From an optimization exercise on the open Yosys and OpenROAD flow, aimed at small area; shortcuts taken in it are not production practice. Where RTL was checked, it was by simulation tests only, not by an equivalence proof against the original. No functional check of the RTL was part of runs 2 and 3. Power is estimated from default activity; no workload was simulated.

<file path="run.sh">
#!/bin/bash
# synth_recipe.tcl (not shown) runs the flow's synth.tcl, then flattens the netlist and writes it again
# the make line also repeats each setting of config.mk as NAME=value (left out here)
make -C /OpenROAD-flow-scripts/flow DESIGN_CONFIG=/design/flow/config.mk WORK_HOME=/design/flow/orfs CLKGATE_MAP_FILE= SYNTH_SCRIPT=/design/flow/synth_recipe.tcl finish
</file>
<file path="config.mk">
export PLATFORM = sky130hd
export DESIGN_NAME = cpu_top
export DESIGN_NICKNAME = cpu_top
export VERILOG_FILES = /design/flow/design.v
export SDC_FILE = /design/flow/constraint.sdc
export NUM_CORES = 8
export LEC_CHECK = 0
export CAP_MARGIN = 20
export CORE_MARGIN = 2
export CORE_UTILIZATION = 45
export CTS_CLUSTER_DIAMETER = 100
export CTS_CLUSTER_SIZE = 24
export PLACE_DENSITY = 0.55
export SLEW_MARGIN = 20
</file>
<file path="constraint.sdc">
create_clock -name core_clock -period 20.0 [get_ports {clk}]
set_input_delay 4.0000 -clock core_clock [delete_from_list [all_inputs] [get_ports {clk}]]
set_output_delay 4.0000 -clock core_clock [all_outputs]
set_load 0.01 [all_outputs]
</file>
<file path="design.v">
module isb(input clk,
    input rst,
    input pause,
    input outEnable,  
    output outReady,
    output [14:0]dataOut,  
    input inEnable,  
    input [14:0]dataIn);
reg [14:0]buffer[0:31];
reg [4:0]head;
reg [4:0]tail;
wire empty = (head == tail);
assign outReady = !empty || inEnable;
wire [31:0]headOH = 32'b1 << head;
reg [14:0]headData;
integer k;
always @(*) begin
    headData = 15'b0;
    for(k = 0; k < 32; k = k + 1) headData = headData | ({15{headOH[k]}} & buffer[k]);
end
assign dataOut = empty ? dataIn : headData;
wire pop = !empty && outEnable && !pause;
wire pushA = empty && outEnable && pause;
wire pushB = inEnable && !(empty && outEnable);
wire push = pushA || pushB;
always @(posedge clk) begin
    if(rst) begin
        head <= 0;
        tail <= 0;
    end
    else begin
        if(pop) head <= head + 5'd1;
        if(push) tail <= tail + 5'd1;
    end
end
always @(posedge clk) begin
    if(!rst && push) buffer[tail] <= dataIn;
end
endmodule
module adder(input clk,
    input rst,
    input writeEnabled,
    input [3:0]lineReg,
    input [1:0]lineOp,
    input [15:0]lineV0,
    input lineR0,
    input [2:0]lineS0,
    input [15:0]lineV1,
    input lineR1,
    input [2:0]lineS1,
    input loadOutReady,
    input [15:0]loadOut,
    input [2:0]loadOutSrc,
    output [2:0]nextRA,
    output [1:0]RAFilled,
    output floatOutReady,
    output [15:0]floatOut,
    output [2:0]floatOutSrc,
    output [3:0]floatOutReg,
    output isJeq,
    output jeqTaken,
    output [3:0]jeqOffset);
    reg busy0, busy1;
    reg [3:0]reg0, reg1;
    reg [1:0]op0, op1;
    reg [15:0]v00, v01, v10, v11;
    reg r00, r01, r10, r11;
    reg [2:0]s00, s01, s10, s11;
    assign nextRA = !busy0 ? 3'd0 :
                    !busy1 ? 3'd1 :
                    3'd4;
    assign RAFilled = {1'b0, busy0} + {1'b0, busy1};
    wire float0Ready = busy0 && r00 && r01;
    wire float1Ready = !float0Ready && busy1 && r10 && r11;
    wire [15:0]a = float0Ready ? v00 : v10;
    wire [15:0]b = float0Ready ? v01 : v11;
    wire [1:0]op = float0Ready ? op0 : op1;
    wire [3:0]rg = float0Ready ? reg0 : reg1;
    assign floatOutReady = float0Ready || float1Ready;
    assign floatOut = op[1] ? {12'b0, rg} : (a + b);
    assign floatOutSrc = float0Ready ? 3'd0 :
                         float1Ready ? 3'd1 :
                         3'd4;
    assign floatOutReg = (float0Ready && !op0[1]) ? reg0 :
                         (float1Ready && op1 == 2'b00) ? reg1 :
                         4'hF;
    assign isJeq = floatOutReady && op[1];
    assign jeqTaken = isJeq && (a == b);
    assign jeqOffset = rg;
    always @(posedge clk) begin
        if(rst) begin
            busy0 <= 0;
            busy1 <= 0;
        end
        else begin
            if(writeEnabled && !busy0) busy0 <= 1;
            else if(writeEnabled && !busy1) busy1 <= 1;
            if(float0Ready) busy0 <= 0;
            else if(float1Ready) busy1 <= 0;
        end
    end
    always @(posedge clk) begin
        if(!rst) begin
        if(writeEnabled) begin
            if(!busy0) begin
                reg0 <= lineReg; op0 <= lineOp;
                v00 <= lineV0; r00 <= lineR0; s00 <= lineS0;
                v01 <= lineV1; r01 <= lineR1; s01 <= lineS1;
            end
            else if(!busy1) begin
                reg1 <= lineReg; op1 <= lineOp;
                v10 <= lineV0; r10 <= lineR0; s10 <= lineS0;
                v11 <= lineV1; r11 <= lineR1; s11 <= lineS1;
            end
        end
        if(float0Ready) begin
            if((s10 == 3'd0) && busy1) begin
                v10 <= floatOut; r10 <= 1; s10 <= 3'd4;
            end
            if((s11 == 3'd0) && busy1) begin
                v11 <= floatOut; r11 <= 1; s11 <= 3'd4;
            end
        end
        else if(float1Ready) begin
            if((s00 == 3'd1) && busy0) begin
                v00 <= floatOut; r00 <= 1;
            end
            if((s01 == 3'd1) && busy0) begin
                v01 <= floatOut; r01 <= 1;
            end
        end
        if(loadOutReady) begin
            if(busy0 && (s00 == loadOutSrc) && !r00) begin
                v00 <= loadOut; r00 <= 1;
            end
            if(busy0 && (s01 == loadOutSrc) && !r01) begin
                v01 <= loadOut; r01 <= 1;
            end
            if(busy1 && (s10 == loadOutSrc) && !r10) begin
                v10 <= loadOut; r10 <= 1; s10 <= 3'd4;
            end
            if(busy1 && (s11 == loadOutSrc) && !r11) begin
                v11 <= loadOut; r11 <= 1; s11 <= 3'd4;
            end
        end
        end
    end
endmodule
module loader(input clk,
    input rst,
    input writeEnabled,
    input [3:0]lineReg,
    input [15:0]lineV,
    input lineR,
    input [2:0]lineS,
    input floatOutReady,
    input [15:0]floatOut,
    input [2:0]floatOutSrc,
    input memReady,
    output loadMem,
    output [15:0]memAddr,
    output [2:0]nextRA,
    output [1:0]RAFilled,
    output loadOutReady,
    output [2:0]loadOutSrc,
    output [3:0]loadOutReg);
    reg busy0, busy1;
    reg r0, r1;
    reg [3:0]reg0, reg1;
    reg [15:0]v0, v1;
    reg [2:0]s0, s1;
    reg fetching;
    wire nz0 = busy0 || r0;
    wire nz1 = busy1 || r1;
    assign nextRA = !nz0 ? 3'd2 :
                    !nz1 ? 3'd3 :
                    3'd7;
    assign RAFilled = {1'b0, busy0} + {1'b0, busy1};
    wire load0Ready = busy0 && r0;
    wire load1Ready = !load0Ready && busy1 && r1;
    assign loadMem = (load0Ready || load1Ready) && !fetching;
    assign memAddr = load0Ready ? v0 : v1;  
    assign loadOutSrc = load0Ready ? 3'd2 :
                        load1Ready ? 3'd3 :
                        3'd4;
    assign loadOutReg = load0Ready ? reg0 :
                        load1Ready ? reg1 :
                        4'hF;
    assign loadOutReady = memReady;
    wire w0 = writeEnabled && !nz0;
    wire w1 = writeEnabled && nz0;
    wire c0 = memReady && load0Ready;
    wire c1 = memReady && load1Ready;
    wire f0 = floatOutReady && (s0 == floatOutSrc) && nz0;
    wire f1 = floatOutReady && (s1 == floatOutSrc) && nz1;
    always @(posedge clk) begin
        if(rst) begin
            busy0 <= 0;
            busy1 <= 0;
            r0 <= 0;
            r1 <= 0;
            fetching <= 0;
        end
        else begin
            if(memReady) fetching <= 0;
            else if(loadMem) fetching <= 1;
            if(f0) r0 <= 1;
            else if(c0) r0 <= 0;
            else if(w0) r0 <= lineR;
            if(c0) busy0 <= 0;
            else if(w0) busy0 <= 1;
            if(f1) r1 <= 1;
            else if(c1) r1 <= 0;
            else if(w1) r1 <= lineR;
            if(c1) busy1 <= 0;
            else if(w1) busy1 <= 1;
        end
    end
    always @(posedge clk) begin
        if(!rst) begin
            if(w0) reg0 <= lineReg;
            if(w1) reg1 <= lineReg;
            if(c0) s0 <= 3'd0;
            else if(w0) s0 <= lineS;
            if(c1) s1 <= 3'd0;
            else if(w1) s1 <= lineS;
            if(f0) v0 <= floatOut;
            else if(w0) v0 <= lineV;
            if(f1) v1 <= floatOut;
            else if(w1) v1 <= lineV;
        end
    end
endmodule
module bPredictor(input clk,
    input rst,
    input [15:0]laPC,
    output bpValid,
    output [11:0]bpAddr,
    input branch,
    input [4:0]branchIdx,
    input [11:0]branchAddr,
    output firstHit
    );
    reg [31:0]valid;
    reg [11:0]target[31:0];
    wire [4:0]index = laPC[4:0];
    wire [31:0]indexOH = 32'b1 << index;
    reg [11:0]rdTarget;
    integer k;
    always @(*) begin
        rdTarget = 12'b0;
        for(k = 0; k < 32; k = k + 1) rdTarget = rdTarget | ({12{indexOH[k]}} & target[k]);
    end
    assign bpValid = |(indexOH & valid);
    assign bpAddr = rdTarget;
    assign firstHit = !valid[branchIdx] && branch;
    always @(posedge clk) begin
        if(rst) begin
            valid <= 32'b0;
        end
        else if(branch) begin
            valid[branchIdx] <= 1'b1;
        end
    end
    always @(posedge clk) begin
        if(branch) begin
            target[branchIdx] <= branchAddr;
        end
    end
endmodule
module prefetcher(input clk,
    input rst,
    input [15:0]pc,
    input memAccess,
    input [15:0]memAddress,
    output submitMemRequest,
    output [15:0]requestAddress,
    output [15:0]orlOutput,
    output [15:0]laPC,
    input bpValid,
    input [11:0]bpAddr,
    input firstHit,
    input [11:0]branchAddr
    );
    reg [31:0]rptV;
    reg [4:0]rptTimes[31:0];
    reg [15:0]rptAddr[31:0];
    reg [13:0]rptStride[31:0];
    reg [1:0]rptState[31:0];
    reg memRequest;
    reg [15:0]requestAddressR;
    reg [15:0]laPCR;
    reg orlCheck;
    assign submitMemRequest = memRequest && !orlCheck;
    assign requestAddress = requestAddressR;
    assign laPC = laPCR;
    wire [15:0]rdPC = memAccess ? pc : laPCR;
    wire [4:0]idx = rdPC[4:0];
    wire inRange = (rdPC[15:5] == 11'd0);
    wire [31:0]idxOH = 32'b1 << idx;
    wire [31:0]rsel = idxOH & rptV & {32{inRange}};
    wire eV = |rsel;
    reg [4:0]eTimes;
    reg [15:0]eAddr;
    reg [13:0]eStride;
    reg [1:0]eState;
    integer k;
    always @(*) begin
        eTimes = 0; eAddr = 0; eStride = 0; eState = 0;
        for(k = 0; k < 32; k = k + 1) begin
            eTimes = eTimes | ({5{rsel[k]}} & rptTimes[k]);
            eAddr = eAddr | ({16{rsel[k]}} & rptAddr[k]);
            eStride = eStride | ({14{rsel[k]}} & rptStride[k]);
            eState = eState | ({2{rsel[k]}} & rptState[k]);
        end
    end
    wire laPCEntryV = !memAccess && eV;
    wire [15:0]pcDelta = memAddress - eAddr;
    wire strideEq = (pcDelta[15:14] == 2'b00) && (pcDelta[13:0] == eStride);
    wire [4:0]timesDec = (eTimes != 0) ? (eTimes - 5'd1) : 5'd0;
    wire toInit = !eV || (!strideEq && eState == 2'd2);
    wire [1:0]newState = toInit ? 2'd0 :
                         (eState == 2'd0) ? 2'd1 :
                         strideEq ? ((eState == 2'd3) ? 2'd1 : 2'd2) :
                         2'd3;
    wire [15:0]laMul = {2'b0, eStride} * ({11'b0, eTimes} + 16'd1);
    wire [15:0]nextA = memAccess ? memAddress : eAddr;
    wire [15:0]nextB = memAccess ? pcDelta : laMul;
    wire [15:0]nextAddress = nextA + nextB;
    integer i;
    always @(posedge clk) begin
        if(rst) begin
            rptV <= 32'b0;
        end
        else if(memAccess) begin
            rptV[idx] <= 1'b1;
        end
    end
    always @(posedge clk) begin
        if(!rst) begin
            if(memAccess) begin
                rptAddr[idx] <= memAddress;
                rptStride[idx] <= toInit ? 14'd0 : pcDelta[13:0];
                rptState[idx] <= newState;
                rptTimes[idx] <= toInit ? 5'd0 : timesDec;
            end
            else if(laPCEntryV) begin
                rptTimes[idx] <= eTimes + 5'd1;
            end
        end
    end
    always @(posedge clk) begin
        if(rst) begin
            memRequest <= 0;
            requestAddressR <= 0;
        end
        else if(memAccess) begin
            if(eV && eState != 2'd3) begin
                memRequest <= 1;
                requestAddressR <= nextAddress;
            end
        end
        else if(laPCEntryV) begin
            memRequest <= 1;
            requestAddressR <= nextAddress;
        end
        else begin
            memRequest <= 0;
            requestAddressR <= 0;
        end
    end
    always @(posedge clk) begin
        if(rst) begin
            laPCR <= 0;
        end
        else if(firstHit) begin
            laPCR <= {4'b0, branchAddr};
        end
        else if(bpValid) begin
            laPCR <= {4'b0, bpAddr};
        end
        else begin
            laPCR <= laPCR + 16'd1;
        end
    end
    reg [15:0]orl[99:0];
    reg [6:0]orlFill;
    assign orlOutput = orl[99];  
    always @(posedge clk) begin
        if(rst) begin
            orlFill <= 0;
        end
        else if(orlFill != 7'd100) begin
            orlFill <= orlFill + 7'd1;
        end
    end
    always @(posedge clk) begin
        for(i = 1; i < 100; i = i + 1) begin
            orl[i] <= orl[i-1];
        end
        if(memAccess) begin
            orl[0] <= memAddress;
        end
        else if(memRequest) begin
            orl[0] <= requestAddressR;
        end
        else begin
            orl[0] <= 16'hFFFF;
        end
    end
    reg orlHit;
    always @(*) begin
        orlHit = 1'b0;
        for(i = 1; i < 100; i = i + 1) begin
            if(i < orlFill) begin
                if(orl[i] == nextAddress) orlHit = 1'b1;
            end
        end
        if(orlFill < 7'd100 && nextAddress == 16'hFFFF) orlHit = 1'b1;
    end
    always @(posedge clk) begin
        if(rst) begin
            orlCheck <= 0;
        end
        else if(memAccess || laPCEntryV) begin
            if(orlHit) orlCheck <= 1;
        end
        else if(memRequest) begin
            orlCheck <= 0;
        end
    end
endmodule
module cache(input clk,
    input rst,
    input iReadEnable,
    input [15:0]iAddress,
    output iMemReady,
    output [14:0]iDataOut,
    input dReadEnable,
    input [15:0]dAddress,
    output dMemReady,
    output [15:0]dDataOut,
    input [15:0]pc,
    input jmp,
    input [11:0]jmpAddr,
    output fetchEnable,
    output [15:0]fetchAddr,
    input iReady,
    input [63:0]iData,
    output dMemEnable,
    output [15:0]dMemAddress,
    input dReady,
    input [63:0]dData);
    function [14:0] cw(input [15:0] w);
        cw = {w[14:12] | {3{w[15]}}, w[11:0]};
    endfunction
    reg [9:0]iTag0[15:0];
    reg [9:0]iTag1[15:0];
    reg [59:0]iDat0[15:0];
    reg [59:0]iDat1[15:0];
    reg [15:0]iV0;
    reg [15:0]iV1;
    reg [15:0]iLRU;
    wire [15:0]iAddressReal = iAddress;
    wire [3:0]index = iAddressReal[5:2];
    wire [9:0]iTag = iAddressReal[15:6];
    wire [1:0]blockIndex = iAddressReal[1:0];
    wire value1V = iV0[index];
    wire value2V = iV1[index];
    wire icachev1Hit = value1V && (iTag0[index] == iTag);
    wire icachev2Hit = value2V && (iTag1[index] == iTag);
    wire icacheHit = icachev1Hit || icachev2Hit;
    wire [59:0]iDataC = {cw(iData[63:48]), cw(iData[47:32]), cw(iData[31:16]), cw(iData[15:0])};
    wire [15:0]iSetOH = 16'b1 << index;
    wire [3:0]iWordOH = 4'b1 << blockIndex;
    reg [14:0]iHitWord;
    integer k, w;
    always @(*) begin
        iHitWord = 15'b0;
        for(k = 0; k < 16; k = k + 1) begin
            for(w = 0; w < 4; w = w + 1) begin
                iHitWord = iHitWord
                    | ({15{iSetOH[k] && iWordOH[w] && icachev1Hit}} & iDat0[k][59-15*w -: 15])
                    | ({15{iSetOH[k] && iWordOH[w] && icachev2Hit && !icachev1Hit}} & iDat1[k][59-15*w -: 15]);
            end
        end
    end
    assign iDataOut = icacheHit ? iHitWord :
                      (blockIndex == 3) ? iDataC[14:0] :
                      (blockIndex == 2) ? iDataC[29:15] :
                      (blockIndex == 1) ? iDataC[44:30] :
                      iDataC[59:45];
    assign fetchEnable = (!icacheHit && iReadEnable);
    assign fetchAddr = iAddress;
    assign iMemReady = icacheHit || iReady;
    wire iFillW0 = !value1V || (value2V && iLRU[index]);
    always @(posedge clk) begin
        if(rst) begin
            iV0 <= 16'b0;
            iV1 <= 16'b0;
            iLRU <= 16'b0;
        end
        else if(iReady) begin
            if(iFillW0) iV0[index] <= 1'b1;
            else iV1[index] <= 1'b1;
            iLRU[index] <= !iFillW0;
        end
    end
    always @(posedge clk) begin
        if(!rst && iReady) begin
            if(iFillW0) begin
                iTag0[index] <= iTag;
                iDat0[index] <= iDataC;
            end
            else begin
                iTag1[index] <= iTag;
                iDat1[index] <= iDataC;
            end
        end
    end
    reg [9:0]dTag0[15:0];
    reg [9:0]dTag1[15:0];
    reg [63:0]dDat0[15:0];
    reg [63:0]dDat1[15:0];
    reg [15:0]dV0;
    reg [15:0]dV1;
    reg [15:0]dLRU;
    wire memRequest;
    wire [15:0]requestAddress;
    wire [15:0]orlOutput;
    reg [15:0]daddr;
    wire [15:0]dAddressRead = dReadEnable ? dAddress : orlOutput;
    wire [3:0]dIndex = dAddressRead[5:2];
    wire [9:0]dTag = dAddressRead[15:6];
    wire [1:0]dBlockIndex = dAddressRead[1:0];
    wire dvalue1V = dV0[dIndex];
    wire dvalue2V = dV1[dIndex];
    wire dcachev1Hit = dvalue1V && (dTag0[dIndex] == dTag);
    wire dcachev2Hit = dvalue2V && (dTag1[dIndex] == dTag);
    wire dcacheHit = dcachev1Hit || dcachev2Hit;
    wire [15:0]dSetOH = 16'b1 << dIndex;
    wire [3:0]dWordOH = 4'b1 << dBlockIndex;
    reg [15:0]dHitWord;
    always @(*) begin
        dHitWord = 16'b0;
        for(k = 0; k < 16; k = k + 1) begin
            for(w = 0; w < 4; w = w + 1) begin
                dHitWord = dHitWord
                    | ({16{dSetOH[k] && dWordOH[w] && dcachev1Hit}} & dDat0[k][63-16*w -: 16])
                    | ({16{dSetOH[k] && dWordOH[w] && dcachev2Hit && !dcachev1Hit}} & dDat1[k][63-16*w -: 16]);
            end
        end
    end
    wire dataComplete = (dReady && orlOutput == daddr);
    assign dMemReady = (dcacheHit && dReadEnable) || dataComplete;
    assign dDataOut = dcacheHit ? dHitWord :
                      (dBlockIndex == 3) ? dData[15:0] :
                      (dBlockIndex == 2) ? dData[31:16] :
                      (dBlockIndex == 1) ? dData[47:32] :
                      dData[63:48];
    assign dMemEnable = (!dcacheHit && dReadEnable) || memRequest;
    assign dMemAddress = dReadEnable ? dAddress : requestAddress;
    wire [3:0]dIndexW = orlOutput[5:2];
    wire dFillW0 = !dvalue1V || (dvalue2V && dLRU[dIndexW]);
    always @(posedge clk) begin
        if(rst) begin
            daddr <= 16'hFFFF;
        end
        else if(dReadEnable && !dMemReady) begin
            daddr <= dAddress;
        end
        else if(dMemReady) begin
            daddr <= 16'hFFFF;
        end
    end
    always @(posedge clk) begin
        if(rst) begin
            dV0 <= 16'b0;
            dV1 <= 16'b0;
            dLRU <= 16'b0;
        end
        else if(dReady) begin
            if(dFillW0) dV0[dIndexW] <= 1'b1;
            else dV1[dIndexW] <= 1'b1;
            dLRU[dIndexW] <= !dFillW0;
        end
    end
    always @(posedge clk) begin
        if(!rst && dReady) begin
            if(dFillW0) begin
                dTag0[dIndexW] <= dTag;
                dDat0[dIndexW] <= dData;
            end
            else begin
                dTag1[dIndexW] <= dTag;
                dDat1[dIndexW] <= dData;
            end
        end
    end
    wire bpValid;
    wire [11:0]bpAddr;
    wire firstHit;
    wire [15:0]laPC;
    bPredictor bp(clk, rst,
        laPC,
        bpValid,
        bpAddr,
        jmp,
        pc[4:0],
        jmpAddr,
        firstHit);
    prefetcher pre(clk, rst,
        pc,
        dReadEnable,
        dAddress,
        memRequest,
        requestAddress,
        orlOutput,
        laPC,
        bpValid,
        bpAddr,
        firstHit,
        jmpAddr
        );
endmodule
module cpu_top(input clk,
    input rst,
    output imem_req,
    output [15:0]imem_addr,
    input imem_ready,
    input [63:0]imem_data,
    output dmem_req,
    output [15:0]dmem_addr,
    input dmem_ready,
    input [63:0]dmem_data,
    output halted,
    output [255:0]regs_out);
    localparam [2:0] SF = 3'd4;
    reg fetching;
    reg stallFetch;  
    reg [15:0]pc;
    wire iRead = !fetching && !stallFetch;
    wire imemReady;
    wire [14:0]imemOut;  
    wire fastFetch = (imemReady && iRead);
    wire earlyJump = imemReady && (imemOut[14:12] == 3'd2) && (fetching || fastFetch);
    wire [11:0]jmpDest = imemOut[11:0];
    wire jeq = imemReady && (imemOut[14:12] == 3'd6) && (fetching || fastFetch);
    wire dData;
    wire [15:0]dmemIn;
    wire dmemReady;
    wire [15:0]dmemOut;
    wire [2:0]nextFloatRA;
    wire [1:0]floatFilled;
    wire floatOutReady;
    wire [15:0]floatOut;
    wire [2:0]floatOutSrc;
    wire [3:0]floatOutReg;
    wire isJeq;
    wire jeqTaken;
    wire [3:0]jeqOffset;
    wire [2:0]nextLoadRA;
    wire [1:0]loadFilled;
    wire loadOutReady;
    wire [15:0]loadOut = dmemOut;
    wire [2:0]loadOutSrc;
    wire [3:0]loadOutReg;
    cache i0(clk, rst,
       iRead,
       pc,
       imemReady,
       imemOut,
       dData,
       dmemIn,
       dmemReady,
       dmemOut,
       pc,
       earlyJump,
       jmpDest,
       imem_req, imem_addr, imem_ready, imem_data,
       dmem_req, dmem_addr, dmem_ready, dmem_data
    );
    always @(posedge clk) begin
        if(rst) begin
            fetching <= 0;
            stallFetch <= 0;
            pc <= 16'h0000;
        end
        else begin
        if(iRead && !fastFetch) begin
            fetching <= 1;
        end
        else if(imemReady) begin
            if(stallFetch && !isJeq) begin
                pc <= pc;
            end
            else if(jeqTaken) begin
                pc <= pc + {12'b0, jeqOffset};
            end
            else if(earlyJump) begin
                pc <= {4'b0, jmpDest};
            end
            else if(jeq) begin
                pc <= pc;
            end
            else begin
                pc <= pc + 16'd1;
            end
            fetching <= 0;
        end
        if(jeq) begin
            stallFetch <= 1;
        end
        if(isJeq) begin
            stallFetch <= 0;
        end
        end
    end
    reg stallDispatch;
    wire willStall;
    wire pause = stallDispatch || willStall;
    wire outReady;
    wire outEnable = outReady;
    wire inEnable = imemReady && !earlyJump && !stallFetch;
    wire [14:0]isbOut;
    isb ib(clk, rst,
        pause,
        outEnable,
        outReady,
        isbOut,
        inEnable,
        imemOut);
    reg [15:0]regs[0:15];
    reg [2:0]regsSource[0:15];
    reg [15:0]regsValid;
    wire [14:0]inst = isbOut;
    wire [2:0]opcode = inst[14:12];
    wire [3:0]ra = inst[11:8];
    wire [3:0]rb = inst[7:4];
    wire [3:0]rt = inst[3:0];
    wire [15:0]ii = {8'b0, inst[11:4]};
    wire opMov = (opcode == 3'd0);
    wire opAdd = (opcode == 3'd1);
    wire opHalt = (opcode == 3'd3);
    wire opLd = (opcode == 3'd4);
    wire opLdr = (opcode == 3'd5);
    wire opJeq = (opcode == 3'd6);
    wire needsFloat = opAdd || opLdr || opJeq;
    wire needsLoad = opLd || opLdr;
    wire floatWE;
    wire loadWE;
    wire overwriteAdd = (floatWE && floatOutReady && floatOutReg == rt && opAdd) ||
                        (loadWE && floatOutReady && floatOutReg == rt);
    wire overwriteLoad = (floatWE && loadOutReady && loadOutReg == rt && opAdd) ||
                         (loadWE && loadOutReady && loadOutReg == rt);
    wire stallCond = (needsFloat && (floatFilled == 2)) ||
                     (needsLoad && (loadFilled == 2)) ||
                     (opHalt && (floatFilled != 0 || loadFilled != 0));
    assign willStall = outEnable && stallCond;
    reg finish;
    assign halted = finish;
    genvar g;
    generate
        for (g = 0; g < 16; g = g + 1) begin : regs_o
            assign regs_out[16*g+15:16*g] = regs[g];
        end
    endgenerate
    wire floatWrite = floatOutReady && !isJeq &&
        (regsSource[floatOutReg] == floatOutSrc) && !regsValid[floatOutReg] && !overwriteAdd;
    wire loadWrite = loadOutReady &&
        (regsSource[loadOutReg] == loadOutSrc) && !regsValid[loadOutReg] && !overwriteLoad;
    wire dispatch = outEnable && !finish && !pause;
    integer i;
    always @(posedge clk) begin
        if(rst) begin
            for (i = 0; i < 16; i = i + 1) begin
                regs[i] <= 16'h0000;
                regsSource[i] <= SF;
            end
            regsValid <= 16'hFFFF;
            stallDispatch <= 0;
            finish <= 0;
        end
        else begin
        if(floatWrite) begin
            regs[floatOutReg] <= floatOut;
            regsValid[floatOutReg] <= 1;
        end
        if(loadWrite) begin
            regs[loadOutReg] <= loadOut;
            regsValid[loadOutReg] <= 1;
        end
        stallDispatch <= willStall;
        if(dispatch) begin
            if(opMov) begin
                regs[rt] <= ii;
                regsSource[rt] <= SF;
                regsValid[rt] <= 1;
            end
            else if(opAdd) begin
                regsValid[rt] <= 0;
                regsSource[rt] <= (nextFloatRA == 3'd0) ? 3'd0 : 3'd1;
            end
            else if(opHalt) begin
                if(floatFilled == 0 && loadFilled == 0) begin
                    finish <= 1;
                end
            end
            else if(opLd || opLdr) begin
                regsValid[rt] <= 0;
                regsSource[rt] <= (nextLoadRA == 3'd2) ? 3'd2 : 3'd3;
            end
        end
        end
    end
    wire [15:0]raOH = 16'b1 << ra;
    wire [15:0]rbOH = 16'b1 << rb;
    reg [15:0]regA, regB;
    reg [2:0]srcA, srcB;
    integer k;
    always @(*) begin
        regA = 0; regB = 0; srcA = 0; srcB = 0;
        for(k = 0; k < 16; k = k + 1) begin
            regA = regA | ({16{raOH[k]}} & regs[k]);
            regB = regB | ({16{rbOH[k]}} & regs[k]);
            srcA = srcA | ({3{raOH[k]}} & regsSource[k]);
            srcB = srcB | ({3{rbOH[k]}} & regsSource[k]);
        end
    end
    wire validA = |(raOH & regsValid);
    wire validB = |(rbOH & regsValid);
    wire fA = floatOutReady && floatOutSrc == srcA;
    wire lA = loadOutReady && loadOutSrc == srcA;
    wire fB = floatOutReady && floatOutSrc == srcB;
    wire lB = loadOutReady && loadOutSrc == srcB;
    wire [15:0]valA = validA ? regA : fA ? floatOut : loadOut;
    wire rdyA = validA || fA || lA;
    wire [15:0]valB = validB ? regB : fB ? floatOut : loadOut;
    wire rdyB = validB || fB || lB;
    assign floatWE = !pause && outEnable && needsFloat;
    adder add(clk, rst,
        floatWE,
        rt, {opJeq, opLdr},
        valA, rdyA, srcA,
        valB, rdyB, srcB,
        loadOutReady, loadOut, loadOutSrc,
        nextFloatRA, floatFilled, floatOutReady,
        floatOut, floatOutSrc, floatOutReg,
        isJeq, jeqTaken, jeqOffset);
    assign loadWE = !pause && outEnable && needsLoad;
    loader load(clk, rst,
        loadWE,
        rt, ii, opLd, opLdr ? nextFloatRA : SF,
        !isJeq && floatOutReady, floatOut, floatOutSrc,
        dmemReady, dData, dmemIn,
        nextLoadRA, loadFilled, loadOutReady,
        loadOutSrc, loadOutReg);
endmodule
</file>
==> results of run 1 <==
[cell usage in the layout (no fill, tap or decap), types with 547 or more instances in the layout]
cell	netlist	routed
nand2_1	1255	1244
dfxtp_1	2002	1989
nand4_1	547	547
xor2_1	778	772
edfxtp_1	6967	6967
xnor2_1	835	824
a22oi_1	1474	1473
nor2_1	1130	941
a22o_1	702	702
a221oi_1	684	684
buf_4	29	1159
nand3_1	768	767
[layout make-up]
type                       count  area, um^2
sequential                  8969      249000
multi-input combinational  12983       93900
timing repair buffer        1605       13100
clock inverter                50         828
tap                        10206       12800
fill                       65184      386000
inverter                     235         891
clock buffer                 515       11200
antenna                       57         143
[synth_stat cells (all sizes together), types with 175 or more instances]
library cell / count
nor3: 381
mux2i: 225
buf: 401
o221ai: 191
nor2: 1132
nor4: 462
dfxtp: 2002
a222oi: 199
a21oi: 518
nand2: 1255
a22o: 702
edfxtp: 6967
xor2: 778
o21ai: 416
and3: 175
inv: 232
nand3: 769
a22oi: 1474
a221oi: 684
clkbuf: 1137
nand4: 547
xnor2: 836
[report_power, final]
part           total [mW]  leakage, nW  switching [mW]  internal, mW
Clock                10.1         5.82            6.06          4.07
Sequential           21.0         79.9           0.334          20.6
Combinational        8.55         36.8            6.50          2.06
[sequential cells by signal (all words and copies together) (netlist names), 48 cells and up, named ones only]
signal,count
i0.pre.orl,1600
i0.dDat0,1024
i0.dDat1,1024
i0.iDat0,960
i0.iDat1,960
i0.pre.rptAddr,512
ib.buffer,480
i0.pre.rptStride,448
i0.bp.target,384
regs,256
i0.dTag0,160
i0.dTag1,160
i0.iTag0,160
i0.iTag1,160
i0.pre.rptTimes,160
i0.pre.rptState,64
regsSource,48
[worst max-delay path, delay by kind of cell, from the launching register on]
family | cells | cell delay (ns)
buffers and inverters | 7 | 2.26
adders and majority gates | 7 | 3.29
DFF | 1 | 0.88
AOI/OAI and AO/OA | 12 | 2.39
and+or+nand+nor | 16 | 4.54
xor gates and xnor gates | 3 | 0.53
[routing by layer]
metal	wire length, um	track usage (%)	vias to the layer above
met5	506	0	-
met4	119000	23.1	78
met3	195000	10.6	4335
met2	656000	56.5	18908
met1	541000	48.6	123946
li1	-	-	94398
[kinds of logic (layout without fill, tap and decap cells)]
family                   Yosys count  in the layout  synth area share, %
other                              0             57                    0
flip-flops                      8969           8969                 71.9
multiplexers                     353            353                 1.34
adder cells (fa/ha/maj)          174            174                0.732
AO/OA/AOI/OAI                   5407           5407                 12.0
XOR/XNOR                        1615           1615                 4.08
AND/OR/NAND/NOR                 5434           5434                 7.98
buffers and inverters           1773           2405                 2.02
[final timing paths]
| check | from | endpoint | slack, ns | cells after the start |
|---|---|---|---|---|
| max | load.fetching | i0.pre.orlCheck | 5.78 | 45 |
| min | i0.pre.orl[0][12] | i0.pre.orl[1][12] | 0.33 | 0 |
| max reg2reg | load.fetching | i0.pre.orlCheck | 5.78 | 45 |
| min reg2reg | i0.pre.orl[0][12] | i0.pre.orl[1][12] | 0.33 | 0 |
==> out/metrics.yaml, run 1 <==
drt:
  drt_first_pass_iters: 13
  antenna_left: 0
  drt_wl_total_um: 1510000
  wire_per_inst_um: 43.6
  drc: 0
  vias_per_cell: 6.98
  dr_total_vias: 241665
  drt_iter0_markers: 42668
clock_tree:
  numCtsBuffers: 423
  cts_root_buf: "clkbuf_16"
  insertion_delay_ns: 1.18
  cts_tree: "done"
  cts_resized: 0
  postCtsSetupBuffers: 0
  clkTransAtPathRegs_ns: 0.10
  htree_num_levels: 5
  cts_hold_buffers: 0
  cts_buffer_depth: 4
  cts_sinks: 8969
finish:
  area_growth_pct: 10.2
  final_util_pct: 49.7
  drive_gt1_share_pct: 10.4
  fin_nets: 24523
  final_cells: 34620
  stdcell_area_um2: 382000
synthesis:
  ys_seq_area_share_pct: 71.9
  synth_edf_count: 6967
  ys_ff_latch: 8969
  syn-mean-instance-area_um2: 14.6
  synthCells: 23725
  synthTopCellsByArea: "edfxtp_1 60%, dfxtp_1 12%, a22oi_1 3.2%"
  synth_nets: 24031
  synth.cell_area_um2: 347000
  ys_warn_count: 8
  ys_async_sr_fraction_pct: 0
  synth_cell_types: 116
  yosys.area.top_type: "edfxtp_1"
  synth_ff_type: "edfxtp_1"
  synth_top_area_share_pct: 60.3
sta:
  fin_worst_skew_ns: 0.0999
  min_period_ns: 14.22
  holdWs_ns: 0.329
  postLayoutSetupSlackWorst_ns: 5.78
  hold_viol: 0
  rsz0062_at_grt: "no"
  fmax_mhz: 70.3
  slew_headroom_pct: 10.3
  tightest_slew_ns: 1.34
  setup_total_negative_slack_ns: 0
  finalMaxSlewViolations: 0
  setup_viol: 0
  fin_crit_sh_pct: 71.1
critical_path:
  worst_path_max_delay_cell: "or4_1"
  worstSetupPathType: "reg -> reg"
  cpMostUsedCell: "ha_1"
  critPathLaunchType: "flop"
  cp_slowest_stage_delay_ns: 0.93
  worst_ep_required_time_ns: 20.96
  arrival_ns: 15.18
  crit_fanout: 40
  end_kind: "flop"
floorplan:
  start_util_pct: 45.1
  dieArea_um2: 778000
  die_w_um: 882
  coreArea_um2: 768000
  rows: 322
  die_y_um: 882
  io_pins: 423
place:
  dpl.hpwl_um: 949000
  dpl-instance-area_um2: 370000
  port_buffers: 422
  place_congestion: 1.01
  place_inst: 33993
  pre_cts_ws_ns: 5.60
power:
  power_density_nw_per_um2: 104
  ir_drop_v: 0.000229
  leakage_nw: 123
  total_power_mw: 39.7
status:
  status: "finished clean"
run:
  cap_violations: 0
global_route:
  grt_util_all_layers_pct: 37.6
  overflow: 0
  grt_max_degree: 102
  grt_first_pass_wirelength_um: 2010000
  antenna_found_initial: 108
  grt_pass1_vias: 224740
worst_hold_path:
  hold_path.class: "reg -> reg"
==> inputs of run 2 (changes only) <==
--- a/design.v
+++ b/design.v
@@ -11,3 +11,4 @@
 reg [4:0]tail;
-wire empty = (head == tail);
+reg [4:0]count;
+wire empty = (count == 0);
 assign outReady = !empty || inEnable;
@@ -29,2 +30,3 @@
         tail <= 0;
+        count <= 0;
     end
@@ -33,2 +35,4 @@
         if(push) tail <= tail + 5'd1;
+        if(push && !pop) count <= count + 5'd1;
+        else if(pop && !push) count <= count - 5'd1;
     end
@@ -463,3 +467,4 @@
     reg [15:0]iLRU;
-    wire [15:0]iAddressReal = iAddress;
+    reg [15:0]raddr;
+    wire [15:0]iAddressReal = iReadEnable ? iAddress : raddr;
     wire [3:0]index = iAddressReal[5:2];
@@ -495,2 +500,10 @@
     assign iMemReady = icacheHit || iReady;
+    always @(posedge clk) begin
+        if(rst) begin
+            raddr <= 16'h0000;
+        end
+        else if(iReadEnable) begin
+            raddr <= iAddress;
+        end
+    end
     wire iFillW0 = !value1V || (value2V && iLRU[index]);
--- a/config.mk
+++ b/config.mk
@@ -9,6 +9,6 @@
 export CORE_MARGIN = 2
-export CORE_UTILIZATION = 45
-export CTS_CLUSTER_DIAMETER = 100
-export CTS_CLUSTER_SIZE = 24
-export PLACE_DENSITY = 0.55
+export CORE_UTILIZATION = 50
+export CTS_BUF_LIST = sky130_fd_sc_hd__clkbuf_8
+export CTS_CLUSTER_SIZE = 20
+export PLACE_DENSITY = 0.6
 export SLEW_MARGIN = 20
==> run 2 against run 1 <==
Synthesized cell count is 0.17% higher. Still clean on timing, DRC and antenna. Hold slack worse by 0.0056 ns. Global-route usage is 3.9 points higher. Sequential power hardly changed. Register-to-register slack worse by 1.0 ns. Maximum frequency is 6.8% lower. Utilization is 7.7 points higher. Final area is 4.3% higher. Clock skew is 0.029 ns higher.
==> out/metrics.yaml, run 2 <==
critical_path:
  arrival_ns: 16.55  # +1.37 ns
  ff2ff_path_depth: 46  # +2.2%
  end_kind: "flop"
  cp_slowest_stage_delay_ns: 0.82  # -0.11 ns
  worstSetupPathType: "reg -> reg"
  worst_path_max_delay_cell: "a2111oi_0"
  cpMostUsedCell: "buf_4"
  worst_ep_required_time_ns: 21.30  # +0.34 ns
  critPathLaunchType: "flop"
  crit_fanout: 69  # +73%
synthesis:
  ys_ff_latch: 8986  # +0.19%
  synth_common_cells: "6967 x edfxtp_1, 2019 x dfxtp_1, 1650 x a22oi_1"
  synth_nets: 24075  # +0.18%
  synthTopCellsByArea: "edfxtp_1 60%, dfxtp_1 12%, a22oi_1 3.6%"
  synthCells: 23765  # +0.17%
  synth.most_common_cell: "edfxtp_1"
  ys_warn_count: 8  # unchanged
  synth_top_area_share_pct: 60.1  # -0.23 points
  synth_ff_type: "edfxtp_1"
  ys_async_sr_fraction_pct: 0  # unchanged
  synth.cell_area_um2: 348000  # +0.38%
  ys_seq_area_share_pct: 71.7  # -0.17 points
  synth_edf_count: 6967  # unchanged
  yosys.area.top_type: "edfxtp_1"
  synth_cell_types: 138  # +19%
  syn-mean-instance-area_um2: 14.6  # +0.21%
global_route:
  grt_max_degree: 133  # +30%
  grt_pass1_vias: 235160  # +4.6%
  antenna_found_initial: 113  # +4.6%
  grt_first_pass_wirelength_um: 2010000  # -0.39%
  grt_util_all_layers_pct: 41.5  # +3.9 points
  overflow: 0  # unchanged
drt:
  vias_per_cell: 6.97  # about the same
  drt_first_pass_iters: 14  # +1
  drc: 0  # unchanged
  dr_total_vias: 249669  # +3.3%
  drt_iter0_markers: 43060  # +0.92%
  drt_wl_total_um: 1500000  # -0.88%
  antenna_left: 0  # unchanged
  wire_per_inst_um: 41.8  # -4.2%
power:
  total_power_mw: 44.1  # +11%
  leakage_nw: 135  # +10%
  ir_drop_v: 0.000171  # -25%
  power_density_nw_per_um2: 111  # +6.7%
worst_hold_path:
  hold-path-cell-count: 0  # unchanged
  hold_path.class: "reg -> reg"
clock_tree:
  numCtsBuffers: 1505  # +260%
  postCtsSetupBuffers: 0  # unchanged
  cts_resized: 0  # unchanged
  insertion_delay_ns: 1.54  # +0.36 ns
  cts_root_buf: "clkbuf_8"
  htree_num_levels: 7  # +2
  cts_sinks: 8986  # +0.19%
  cts_hold_buffers: 0  # unchanged
  clkTransAtPathRegs_ns: 0.06  # -0.04 ns
  cts_tree: "done"
  cts_buffer_depth: 5  # +1
floorplan:
  start_util_pct: 50.2  # +5.0 points
  rows: 306  # -5.0%
  dieArea_um2: 703000  # -9.6%
  coreArea_um2: 694000  # -9.7%
  io_pins: 423  # unchanged
  die_y_um: 838  # -4.9%
  die_w_um: 838  # -4.9%
finish:
  final_cell_mix: "6967 x edfxtp_1, 2016 x dfxtp_1, 1648 x a22oi_1"
  drive_gt1_share_pct: 14.9  # +4.5 points
  fin_nets: 25737  # +5.0%
  top_regs: "i0.pre.orl x1600, i0.dDat0 x1024, i0.dDat1 x1024"
  multi_input_area_um2: 95300  # +1.5%
  layout.area.seq_um2: 250000  # +0.13%
  final_util_pct: 57.4  # +7.7 points
  largest_reg_flops: 1600  # unchanged
  area_growth_pct: 14.5
  top_register: "i0.pre.orl"
  fillers: 54986  # -16%
  final_common_cell: "edfxtp_1"
  final_cells: 35802  # +3.4%
  stdcell_area_um2: 399000  # +4.3%
sta:
  setup_viol: 0  # unchanged
  holdWs_ns: 0.323  # -0.00557 ns
  slew_headroom_pct: 8.76  # -1.5 points
  tightest_slew_ns: 1.36  # +0.0209 ns
  fmax_mhz: 65.6  # -6.8%
  fin_worst_skew_ns: 0.129  # +0.0293 ns
  rsz0062_at_grt: "no"
  fin_crit_sh_pct: 76.3  # +5.2 points
  postLayoutSetupSlackWorst_ns: 4.75  # -1.03 ns
  finalMaxSlewViolations: 0  # unchanged
  hold_viol: 0  # unchanged
  min_period_ns: 15.25  # +1.03 ns
  setup_total_negative_slack_ns: 0  # unchanged
run:
  cap_violations: 0  # unchanged
place:
  place_congestion: 1.00  # -0.44%
  pre_cts_ws_ns: 5.15  # -0.451 ns
  dpl-instance-area_um2: 371000  # +0.30%
  place_inst: 33152  # -2.5%
  dpl.hpwl_um: 922000  # -2.9%
  port_buffers: 422  # unchanged
status:
  status: "finished clean"
==> run 2: metal layers <==
| layer | vias up | track usage [%] | part of all wire [%] |
|---|---|---|---|
| li1 | 97467 | - | - |
| met1 | 124941 | 52.8 | 35 |
| met2 | 21830 | 60.8 | 43 |
| met3 | 5349 | 14.3 | 14 |
| met4 | 82 | 26.8 | 7.9 |
| met5 | - | 0.217 | 0.058 |
==> run 2: path summary, 6_finish.rpt <==
check,startpoint,slack (ns),end
max,load.busy0,4.75,i0.pre.orlCheck
min,i0.pre.orl[58][9],0.32,i0.pre.orl[59][9]
max reg2reg,load.busy0,4.75,i0.pre.orlCheck
min reg2reg,i0.pre.orl[58][9],0.32,i0.pre.orl[59][9]
==> run 2: final cells by class <==
type / instances / share of cell area, %
inverter: 258 / 0.246
clock buffer: 1637 / 5.65
antenna: 63 / 0.0396
sequential: 8986 / 62.6
tap: 9240 / 2.90
clock inverter: 942 / 1.16
timing repair buffer: 1635 / 3.44
multi-input combinational: 13041 / 23.9
==> run 2: critical path, delay by kind of cell (launching register included) <==
kind            cells  cell delay [ns]
flops               1             0.66
simple gates       13             4.21
xor+xnor            2             0.92
buf+inv             8             2.65
fa+ha+maj           7             2.96
compound gates     16             3.45
==> run 2: kinds of logic (layout without fill, tap and decap cells) <==
family          Yosys count  after routing  synth area share [%]
flops                  8986           8986                  71.7
compound gates         5548           5548                  12.0
simple gates           5261           5261                  7.64
buf+inv                1738           4472                  2.02
xor+xnor               1602           1602                  4.33
mux                     452            452                  1.51
fa+ha+maj               178            178                 0.745
other cells               0             63                     0
==> run 2: report_power, final <==
group	total [mW]	switching (mW)	internal, mW	leakage [nW]
registers	20.9	0.304	20.6	80.8
logic	7.92	5.97	1.94	38.3
clock network	15.3	7.45	7.86	15.8
total	44.1	13.7	30.4	135
==> inputs of run 3 (changes only) <==
--- a/config.mk
+++ b/config.mk
@@ -7,8 +7,7 @@
 export LEC_CHECK = 0
+export ABC_AREA = 1
 export CAP_MARGIN = 20
 export CORE_MARGIN = 2
-export CORE_UTILIZATION = 50
-export CTS_BUF_LIST = sky130_fd_sc_hd__clkbuf_8
-export CTS_CLUSTER_SIZE = 20
-export PLACE_DENSITY = 0.6
+export CORE_UTILIZATION = 40
+export PLACE_DENSITY = 0.5
 export SLEW_MARGIN = 20
==> run 3 against run 2 <==
First-iteration DRC count shrank 11%. Flip-flop and latch count stayed put. Final area grew 3.8%. Utilization fell by 11 points. Maximum frequency shrank 3.2%. Sequential share of layout area is 2.3 points lower. Critical endpoint unchanged. Hold slack worse by 0.013 ns. Combinational power increased by 19%. Die area rose by 29%. Wire length increased by 2.7%. Cell count rose by 27%. Count of clock-buffer cells in the layout is 379 lower.
==> out/metrics.yaml, run 3 <==
status:
  status: "finished clean"
finish:
  largest_reg_flops: 1600  # unchanged
  final_cell_mix: "8067 x nand2_1, 6967 x edfxtp_1, 2493 x nor2_1"
  final_util_pct: 46.0  # -11 points
  drive_gt1_share_pct: 10.4  # -4.5 points
  final_common_cell: "nand2_1"
  stdcell_area_um2: 414000  # +3.8%
  top_regs: "i0.pre.orl x1600, i0.dDat0 x1024, i0.dDat1 x1024"
  area_growth_pct: 14.7
  final_cells: 45358  # +27%
  top_register: "i0.pre.orl"
  fin_nets: 32966  # +28%
synthesis:
  synth.cell_area_um2: 361000  # +3.6%
  ys_warn_count: 8  # unchanged
  synth_ff_type: "edfxtp_1"
  synthAdderAreaFrac_pct: 0.719  # -0.026 points
  synth_cell_types: 79  # -43%
  ys_ff_latch: 8986  # unchanged
  synthCells: 31685  # +33%
  synth-xor-area-share_pct: 1.74  # -2.6 points
  synthTopCellsByArea: "edfxtp_1 58%, dfxtp_1 11%, nand2_1 8.4%"
  synth_top_area_share_pct: 58.0  # -2.1 points
  yosys.area.top_type: "edfxtp_1"
  synthSimpleGateAreaFrac_pct: 17.4  # +9.8 points
  synth_mux_area_share_pct: 0.0111  # -1.5 points
  synth_nets: 31995  # +33%
  synth-compound-area-share_pct: 7.30  # -4.7 points
  syn-mean-instance-area_um2: 11.4  # -22%
  synth.most_common_cell: "nand2_1"
  ys_async_sr_fraction_pct: 0  # unchanged
  synth_top_family_by_area: "simple AND/OR/NAND/NOR gates"
  ys_seq_area_share_pct: 69.2  # -2.5 points
  synth_edf_count: 6967  # unchanged
  synth_common_cells: "8094 x nand2_1, 6967 x edfxtp_1, 2844 x nor2_1"
critical_path:
  critPathLaunchType: "flop"
  arrival_ns: 16.84  # +0.29 ns
  worst_path_max_delay_cell: "xnor2_1"
  worstSetupPathType: "reg -> reg"
  cpMostUsedCell: "nand2_1"
  cp_slowest_stage_delay_ns: 0.73  # -0.09 ns
  rrSetupSlack_ns: 4.24  # -0.50 ns
  end_kind: "flop"
  worst_ep_required_time_ns: 21.09  # -0.21 ns
  crit_fanout: 60  # -13%
floorplan:
  die_y_um: 954  # +14%
  start_util_pct: 40.2  # -10 points
  io_pins: 423  # unchanged
  rows: 348  # +14%
  dieArea_um2: 909000  # +29%
  coreArea_um2: 898000  # +29%
  die_w_um: 954  # +14%
sta:
  finalMaxSlewViolations: 0  # unchanged
  setup_viol: 0  # unchanged
  slew_headroom_pct: 10.9  # +2.1 points
  hold_viol: 0  # unchanged
  fin_crit_sh_pct: 78.8  # +2.5 points
  postLayoutSetupSlackWorst_ns: 4.24  # -0.505 ns
  fmax_mhz: 63.5  # -3.2%
  min_period_ns: 15.76  # +0.505 ns
  rsz0062_at_grt: "no"
  fin_worst_skew_ns: 0.128  # -0.00107 ns
  setup_total_negative_slack_ns: 0  # unchanged
  tightest_slew_ns: 1.30  # -0.0611 ns
place:
  place_congestion: 0.974  # -2.8%
  dpl.hpwl_um: 960000  # +4.0%
  port_buffers: 422  # unchanged
  place_inst: 43589  # +31%
  pre_cts_ws_ns: 4.39  # -0.761 ns
  dpl-instance-area_um2: 383000  # +3.2%
drt:
  dr_total_vias: 266244  # +6.6%
  drt_wl_total_um: 1540000  # +2.7%
  drt_iter0_markers: 38309  # -11%
  wire_per_inst_um: 33.9  # -19%
  drt_first_pass_iters: 10  # -4
  drc: 0  # unchanged
  vias_per_cell: 5.87  # -16%
  antenna_left: 0  # unchanged
run:
  cap_violations: 0  # unchanged
global_route:
  grt_util_all_layers_pct: 32.7  # -8.8 points
  antenna_found_initial: 102  # -9.7%
  overflow: 0  # unchanged
  grt_first_pass_wirelength_um: 2080000  # +3.8%
  grt_pass1_vias: 245158  # +4.3%
  grt_max_degree: 196  # +47%
clock_tree:
  cts_resized: 0  # unchanged
  cts_root_buf: "clkbuf_16"
  htree_num_levels: 6  # -1
  cts_sinks: 8986  # unchanged
  clkTransAtPathRegs_ns: 0.07  # about the same
  cts_tree: "done"
  insertion_delay_ns: 1.24  # -0.30 ns
  numCtsBuffers: 963  # -36%
  cts_buffer_depth: 5  # unchanged
  postCtsSetupBuffers: 0  # unchanged
  cts_hold_buffers: 0  # unchanged
worst_hold_path:
  hold_path.class: "reg -> reg"
power:
  leakage_nw: 152  # +13%
  power_density_nw_per_um2: 118  # +6.4%
  ir_drop_v: 0.000137  # -20%
run 3: cell count changes after synthesis, moves of 305 or more:
cell	before	now
xor2_1	740	339
inv_1	249	1621
nor2_1	1077	2844
nand3_1	699	1592
a21oi_1	590	1025
xnor2_1	785	378
nand2_1	1299	8094
o21ai_0	372	677
a221oi_1	615	295
nand4_1	511	1166
a22oi_1	1650	97
run 3: area by class of cell:
type                       count  area [um^2]
multi-input combinational  19525       100000
fill                       82143       485000
clock inverter               488         4350
clock buffer                1258        26200
tap                        11900        14900
inverter                    1721         6480
timing repair buffer        1459        11700
sequential                  8986       250000
antenna                       21         52.6
run 3: where the power goes:
part	total, mW	internal [mW]	leakage [nW]	switching, mW
logic	9.44	1.78	56.1	7.65
clock network	17.7	10.1	15.0	7.56
registers	21.6	21.3	81.1	0.371
run 3: critical path: cells and delay by family, from the launching register on:
family / cells / cell delay [ns]
buf+inv: 11 / 3.11
simple gates: 35 / 7.30
compound gates: 9 / 1.28
flops: 1 / 0.35
xor+xnor: 1 / 0.73
fa+ha+maj: 6 / 2.64
run 3: logic make-up after synthesis:
family	after synthesis
flip-flops	8986
XOR/XNOR	717
AO/OA/AOI/OAI	3916
AND/OR/NAND/NOR	14710
adder cells (fa/ha/maj)	178
buffers and inverters	3174
multiplexers	4
run 3: final timing paths:
check	start	depth (start not counted)	end
worst max-delay path	load.busy0	62	i0.pre.orlCheck
worst min-delay path	i0.pre.orl[0][5]	0	i0.pre.orl[1][5]
worst max register to register	load.busy0	62	i0.pre.orlCheck
worst min register to register	i0.pre.orl[0][5]	0	i0.pre.orl[1][5]
run 3: per-stage QoR:
step | hold slack [ns] | power (mW)
finish | 0.311 | 48.7
floorplan | 0.310 | 26.3
global placement | 0.312 | 31.0
global route | 0.327 | 49.9
CTS | 0.310 | 48.5
detailed placement | 0.312 | 31.1
run 3: per-layer routing:
metal	wire (um)	global-route usage, %	share of wire (%)	vias up
met1	633000	45.9	41	134060
met5	260	0	0.017	-
li1	-	-	-	113945
met3	163000	7.49	11	2793
met2	671000	49.4	44	15412
met4	70100	12.7	4.6	34

[afterwards: timing with drivers on the ports]
The results above use ideal ports. As a check the final layouts listed here were re-extracted and re-timed, cells and wires unchanged.
Step 1 assumes that a clkbuf_16 drives the clock port and a buf_2 every other input.
Step 2 also shifts input and output timing later by t, the mid clock arrival at the registers, as if the neighbouring blocks saw the same clock.
Slacks: ideal ports / drivers / drivers and shift; pairs: ideal ports / drivers.
run | shift t [ns] | slack for setup (ns) | worst setup path at the end | latest minus earliest clock arrival (ns) | cell pins on the clock port's net
run 1 | 1.292 | 5.778 / 5.778 / 5.778 | register to register | 0.101 / 0.100 | 1
run 2 | 1.615 | 4.748 / 4.748 / 4.748 | register to register | 0.141 / 0.141 | 1
run 3 | 1.289 | 4.243 / 4.243 / 4.243 | register to register | 0.135 / 0.135 | 1
After both steps every run listed still meets setup and hold.
